Context: an optimization exercise on an open-source flow, tuned for small area. The choices shown serve that exercise and are no tape-out recipe. Function was checked by simulation only, so behaviour that the tests miss may differ from the original. The flow treats the clock pin as an ideal source, which a real chip does not have. Power is estimated from default activity; no workload was simulated.

== P ==
==> flow/design.v (excerpt) <==
module Pin_Verify
(
input        clock_in,
input        sys_reset,
input        Button_input0,
input        Button_input1,
input        Button_input2,
input        Button_input3,
output reg   PIN_TRUE,
output reg   PIN_FALSE,
output [6:0] seg0,
output [6:0] seg1,
output [6:0] seg2,
output [6:0] seg3,
output [6:0] seg4,
output [6:0] seg5,
output [6:0] redled_out
);
Size: roughly 59 flip-flops, ~57 I/O pins, about 0.0027 sq mm of cells after synthesis.
export LEC_CHECK = 0
export CAP_MARGIN = 20
export CORE_MARGIN = 2
export CORE_UTILIZATION = 40
export SLEW_MARGIN = 20
create_clock -name core_clock -period 10.0 [get_ports {clock_in}]
standard.sh (not shown) runs the stock make flow with config.mk's settings and CLKGATE_MAP_FILE= SYNTH_SCRIPT=/design/flow/synth_recipe.tcl, a recipe that flattens the netlist after the stock synthesis.
==> flow/flow/run.sh <==
#!/bin/bash
# Own layout flow: ORFS with four changes.
#  1. Synthesis is synth_recipe.tcl (the standard synthesis) except for the
#     ABC step: ABC runs once per flow/abc*.script (AIG resynthesis with
#     &deepsyn, then area-oriented mapping with &nf; the first two scripts
#     stop &deepsyn by step count, so they give the same result every run)
#     on the same design and the smallest result is kept
#     (flow/best_abc.tcl). Registers are mapped before ABC, as in the
#     standard synthesis, so they come out the same.
#  2. Ports are buffered with sky130_fd_sc_hd__buf_1.
#  3. Before CTS the registers are split by position into two groups, each
#     driven by its own clkbuf_16 on the clock port (flow/prects.tcl); CTS
#     then finds the clock already buffered and leaves it alone.
#  4. Constant outputs share the tie cells Yosys made (no tie cell per port).
# Each tool's output goes to a log file in this folder (make.log, with the
# per-step ORFS logs under orfs/logs/) and write_def.log.
set -euo pipefail
W=$(pwd)
F=$W/flow
sed 's#^  log_cmd abc {\*}\$abc_args#  best_abc $abc_args#' \
  "$FLOW_HOME/scripts/synth.tcl" > "$W/synth_orfs_best.tcl"
grep -q "best_abc \$abc_args" "$W/synth_orfs_best.tcl"
{
  echo "source $F/best_abc.tcl"
  sed "s#source \$::env(SCRIPTS_DIR)/synth.tcl#source $W/synth_orfs_best.tcl#" "$W/synth_recipe.tcl"
} > "$W/synth_best.tcl"
grep -q "synth_orfs_best.tcl" "$W/synth_best.tcl"
export BEST_ABC_SCRIPTS="$(ls "$F"/abc*.script | tr '\n' ' ')"
make -C "$FLOW_HOME" DESIGN_CONFIG="$W/config.mk" WORK_HOME="$W/orfs" CLKGATE_MAP_FILE= \
  SYNTH_SCRIPT="$W/synth_best.tcl" \
  "BUFFER_PORTS_ARGS=-buffer_cell sky130_fd_sc_hd__buf_1" \
  "CTS_ARGS=-sink_clustering_enable -repair_clock_nets -dont_use_dummy_load" \
  PRE_CTS_TCL="$F/prects.tcl" NCLK=2 CLKBUF=sky130_fd_sc_hd__clkbuf_16 \
  SKIP_REPAIR_TIE_FANOUT=1 \
  finish > "$W/make.log" 2>&1
R=$W/orfs/results/sky130hd/Pin_Verify/base
: # left out here: write the final layout as DEF
==> flow/flow/abc0.script <==
strash; &get -n; &deepsyn -I 1 -J 1000 -S 6; &put; strash; &get -n; &dch; &nf -a -p -R 1000 -F 8 -A 8 -C 32; &put
==> flow/flow/abc1.script <==
strash; &get -n; &deepsyn -I 1 -J 1000 -S 5; &put; strash; &get -n; &dch; &nf -a -p -R 1000 -F 8 -A 8 -C 32; &put
Other scripts of this flow, unchanged in this note and not shown: flow/flow/abc2.script, flow/flow/best_abc.tcl, flow/flow/prects.tcl
P finished end to end and its layout was clean on timing, DRC and antenna.
Relative to P, the following input files were edited for Q:
--- a/flow/flow/run.sh
+++ b/flow/flow/run.sh
@@ -2,9 +2,7 @@
 # Own layout flow: ORFS with four changes.
 #  1. Synthesis is synth_recipe.tcl (the standard synthesis) except for the
-#     ABC step: ABC runs once per flow/abc*.script (AIG resynthesis with
-#     &deepsyn, then area-oriented mapping with &nf; the first two scripts
-#     stop &deepsyn by step count, so they give the same result every run)
-#     on the same design and the smallest result is kept
-#     (flow/best_abc.tcl). Registers are mapped before ABC, as in the
+#     ABC step: ABC runs once per flow/abc*.script (area-oriented mapping,
+#     different random seeds) on the same design and the smallest result is
+#     kept (flow/best_abc.tcl). Registers are mapped before ABC, as in the
 #     standard synthesis, so they come out the same.
 #  2. Ports are buffered with sky130_fd_sc_hd__buf_1.
==> flow/flow/abc0.script <==
strash; &get -n; &deepsyn -T 20 -S 0; &put; strash; &get -n; &dch -f; &nf -a -p -R 1000 -F 8 -A 8 -C 32; &put
==> flow/flow/abc1.script <==
strash; &get -n; &deepsyn -T 20 -S 1; &put; strash; &get -n; &dch -f; &nf -a -p -R 1000 -F 8 -A 8 -C 32; &put
==> flow/flow/abc10.script (new file) <==
strash; &get -n; &deepsyn -T 20 -S 7; &put; strash; &get -n; &dch; &nf -a -p -R 1000 -F 8 -A 8 -C 32 -E 50; &put
==> flow/flow/abc11.script (new file) <==
strash; &get -n; &deepsyn -T 20 -S 8; &put; strash; &get -n; &dch; &nf -a -p -R 1000 -F 8 -A 8 -C 32 -E 50; &put
==> flow/flow/abc3.script (new file) <==
strash; &get -n; &deepsyn -T 20; &put; strash; &get -n; &dch -f; &nf -a -p -R 1000 -F 8 -A 8 -C 32 -E 50; &put
==> flow/flow/abc4.script (new file) <==
strash; &get -n; &deepsyn -T 20; &put; strash; &get -n; &dch; &nf -a -p -R 1000 -F 8 -A 8 -C 32; &put
==> flow/flow/abc5.script (new file) <==
strash; &get -n; &deepsyn -T 20 -S 1; &put; strash; &get -n; &dch -f; &nf -a -p -R 1000 -F 8 -A 8 -C 32 -E 50; &put
==> flow/flow/abc6.script (new file) <==
strash; &get -n; &deepsyn -T 20; &put; strash; &get -n; &dch; &nf -a -p -R 1000 -F 8 -A 8 -C 32 -E 50; &put
==> flow/flow/abc7.script (new file) <==
strash; &get -n; &deepsyn -T 20 -S 1; &put; strash; &get -n; &dch; &nf -a -p -R 1000 -F 8 -A 8 -C 32 -E 50; &put
==> flow/flow/abc8.script (new file) <==
strash; &get -n; &deepsyn -T 20 -S 3; &put; strash; &get -n; &dch; &nf -a -p -R 1000 -F 8 -A 8 -C 32; &put
==> flow/flow/abc9.script (new file) <==
strash; &get -n; &deepsyn -T 20 -S 6; &put; strash; &get -n; &dch; &nf -a -p -R 1000 -F 8 -A 8 -C 32 -E 50; &put
==> run notes <==
- On timing-limited maximum frequency, P loses to Q.
- In the metrics for P and Q, the one carrying the lower global-route wire length before repair is Q.
- The cell count after synthesis of Q falls short of that of P by 5.
- Against P, leakage power in Q came out worse.
- Q vs P on total power: Q is the higher one.
- Q does better than P on worst path setup slack after routing.
## Diff of input files: R against Q
--- a/flow/flow/run.sh
+++ b/flow/flow/run.sh
@@ -2,7 +2,9 @@
 # Own layout flow: ORFS with four changes.
 #  1. Synthesis is synth_recipe.tcl (the standard synthesis) except for the
-#     ABC step: ABC runs once per flow/abc*.script (area-oriented mapping,
-#     different random seeds) on the same design and the smallest result is
-#     kept (flow/best_abc.tcl). Registers are mapped before ABC, as in the
+#     ABC step: ABC runs once per flow/abc*.script (AIG resynthesis with
+#     &deepsyn, then area-oriented mapping with &nf; the first two scripts
+#     stop &deepsyn by step count, so they give the same result every run)
+#     on the same design and the smallest result is kept
+#     (flow/best_abc.tcl). Registers are mapped before ABC, as in the
 #     standard synthesis, so they come out the same.
 #  2. Ports are buffered with sky130_fd_sc_hd__buf_1.
==> flow/flow/abc0.script <==
strash; &get -n; &deepsyn -I 1 -J 1000 -S 1; &put; strash; &get -n; &dch; &nf -a -p -R 1000 -F 8 -A 8 -C 32; &put
==> flow/flow/abc1.script <==
strash; &get -n; &deepsyn -I 1 -J 1000 -S 1; &put; strash; &get -n; &dch -f; &nf -a -p -R 1000 -F 8 -A 8 -C 32; &put
==> flow/flow/abc3.script <==
strash; &get -n; &deepsyn -T 20 -S 1; &put; strash; &get -n; &dch -f; &nf -a -p -R 1000 -F 8 -A 8 -C 32 -E 50; &put
==> flow/flow/abc4.script <==
strash; &get -n; &deepsyn -T 20 -S 8; &put; strash; &get -n; &dch; &nf -a -p -R 1000 -F 8 -A 8 -C 32 -E 50; &put
removed: flow/flow/abc10.script
removed: flow/flow/abc11.script
removed: flow/flow/abc5.script
removed: flow/flow/abc6.script
removed: flow/flow/abc7.script
removed: flow/flow/abc8.script
removed: flow/flow/abc9.script
[summary]
Pin count of the biggest net entering global routing came out exactly the same in R and Q. Net switching power of R is on par with Q. Re die boundary width: no difference whatsoever between R and Q. Summary of R over Q: proportion of power drawn by combinational gates has remained practically unchanged; latest clock arrival within the worst-skew pair roughly the same; total buffers and inverters traversed by the critical path has remained practically unchanged; hold-critical path depth neither gained nor lost much; worst hold slack flat. Per the comparison of R with Q, instance area at placement stayed essentially flat, height of the chip stayed essentially flat.

---

before:
Another version of the RTL of Pin_Verify (not shown whole).
Size in the first run: roughly 330 cells after synthesis, about 61 flip-flops, ~57 I/O pins.
==> flow/config.mk <==
export PLATFORM = sky130hd
export DESIGN_NAME = Pin_Verify
export DESIGN_NICKNAME = Pin_Verify
export VERILOG_FILES = /design/flow/design.v
export SDC_FILE = /design/flow/constraint.sdc
export NUM_CORES = 4
export LEC_CHECK = 0
export CAP_MARGIN = 20
export CORE_MARGIN = 2
export CORE_UTILIZATION = 40
export SLEW_MARGIN = 20
==> flow/constraint.sdc <==
create_clock -name core_clock -period 10.0 [get_ports {clock_in}]
set_input_delay 2.0000 -clock core_clock [delete_from_list [all_inputs] [get_ports {clock_in}]]
set_output_delay 2.0000 -clock core_clock [all_outputs]
set_load 0.01 [all_outputs]
==> flow/flow/run.sh <==
#!/bin/bash
# Own layout flow: ORFS with four changes.
#  1. Synthesis is synth_recipe.tcl (the standard synthesis) with ORFS's ABC
#     script replaced by flow/abc.script (area-oriented mapping).
#  2. Ports are buffered with sky130_fd_sc_hd__buf_1.
#  3. Before CTS the registers are split by position into two groups, each
#     driven by its own clkbuf_16 on the clock port (flow/prects.tcl); CTS
#     then finds the clock already buffered and leaves it alone.
#  4. Constant outputs share the tie cells Yosys made (no tie cell per port).
set -euo pipefail
W=$(pwd)
F=$W/flow
sed "s#^source \$::env(SCRIPTS_DIR)/synth_preamble.tcl#&\nset abc_args [lreplace \$abc_args 1 1 $F/abc.script]#" \
  "$FLOW_HOME/scripts/synth.tcl" > "$W/synth_orfs_area.tcl"
grep -q "abc.script" "$W/synth_orfs_area.tcl"
sed "s#source \$::env(SCRIPTS_DIR)/synth.tcl#source $W/synth_orfs_area.tcl#" \
  "$W/synth_recipe.tcl" > "$W/synth_area.tcl"
grep -q "synth_orfs_area.tcl" "$W/synth_area.tcl"
make -C "$FLOW_HOME" DESIGN_CONFIG="$W/config.mk" WORK_HOME="$W/orfs" CLKGATE_MAP_FILE= \
  SYNTH_SCRIPT="$W/synth_area.tcl" \
  "BUFFER_PORTS_ARGS=-buffer_cell sky130_fd_sc_hd__buf_1" \
  "CTS_ARGS=-sink_clustering_enable -repair_clock_nets -dont_use_dummy_load" \
  PRE_CTS_TCL="$F/prects.tcl" NCLK=2 CLKBUF=sky130_fd_sc_hd__clkbuf_16 \
  SKIP_REPAIR_TIE_FANOUT=1 \
  finish > "$W/make.log" 2>&1
R=$W/orfs/results/sky130hd/Pin_Verify/base
: # left out here: write the final layout as DEF
==> flow/flow/abc.script <==
strash; &get -n; &deepsyn -T 20; &put; strash; &get -n; &dch -f; &nf -a -p -R 1000 -F 8 -A 8 -C 32; &put
Other scripts of this flow, unchanged in this note and not shown: flow/flow/prects.tcl
before was carried through to the last stage, and its layout satisfied the timing, DRC and antenna checks.
The following lists how after was set up differently from before:
--- a/flow/flow/run.sh
+++ b/flow/flow/run.sh
@@ -1,4 +1,4 @@
 #!/bin/bash
-# Own layout flow: ORFS with four changes.
+# Own layout flow: ORFS with three changes.
 #  1. Synthesis is synth_recipe.tcl (the standard synthesis) with ORFS's ABC
 #     script replaced by flow/abc.script (area-oriented mapping).
@@ -7,5 +7,4 @@
 #     driven by its own clkbuf_16 on the clock port (flow/prects.tcl); CTS
 #     then finds the clock already buffered and leaves it alone.
-#  4. Constant outputs share the tie cells Yosys made (no tie cell per port).
 set -euo pipefail
 W=$(pwd)
@@ -22,5 +21,4 @@
   "CTS_ARGS=-sink_clustering_enable -repair_clock_nets -dont_use_dummy_load" \
   PRE_CTS_TCL="$F/prects.tcl" NCLK=2 CLKBUF=sky130_fd_sc_hd__clkbuf_16 \
-  SKIP_REPAIR_TIE_FANOUT=1 \
   finish > "$W/make.log" 2>&1
 R=$W/orfs/results/sky130hd/Pin_Verify/base
==> flow/flow/abc.script <==
strash; &get -n; &deepsyn -T 20; &put; strash; &get -n; &dch -f; &nf -a -R 1000; &put
[summary]
No stage failed in after, and the final checks on the layout all came back clean. Per the comparison of after with before, total wirelength of the detailed-routed design picked up an extra about 2.4%; number of vias in the routed layout picked up an extra 161. Compared after vs before, and wire length of the first global-routing pass is up in after. Hold violation count in the final report: before vs after identical. Sequential cell fraction of total power: before vs after, no meaningful difference. Compared with before, after improves setup slack.

## afterwards: timing with drivers on the ports
No port has a modelled driver above. Below, the same layouts with a new extraction and two added sets of constraints.
Step 1 sets driving cells, clkbuf_16 on the clock port and buf_2 on the other inputs (assumed; they add their load-dependent delay and slew).
Step 2 times the ports against the registers' clock, not the clock port: input delays grow and output delays shrink by t, the midpoint of the rising clock arrivals with the driver on.
a / b / c = no drivers / after step 1 / after step 2; a / b = the first two.
| run | shift t [ns] | slack for setup (ns) | hold slack, ns | worst setup path after step 2 | pins driven straight from the clock port |
|---|---|---|---|---|---|
| P | 0.209 | 5.968 / 5.924 / 6.133 | 0.446 / 0.446 / 0.446 | register to output | 2 |
| Q | 0.213 | 6.042 / 5.995 / 6.017 | 0.446 / 0.446 / 0.446 | input to register | 2 |
| R | 0.213 | 6.042 / 5.995 / 6.017 | 0.446 / 0.446 / 0.446 | input to register | 2 |
| before | 0.211 | 6.469 / 6.423 / 6.312 | 0.451 / 0.451 / 0.451 | input to register | 2 |
| after | 0.214 | 6.483 / 6.438 / 6.524 | 0.446 / 0.446 / 0.446 | input to register | 2 |
After both steps setup and hold are still met in every run listed. The setup slack of before, which loses most, moves by -0.046 ns with the drivers and by -0.157 ns with both steps.
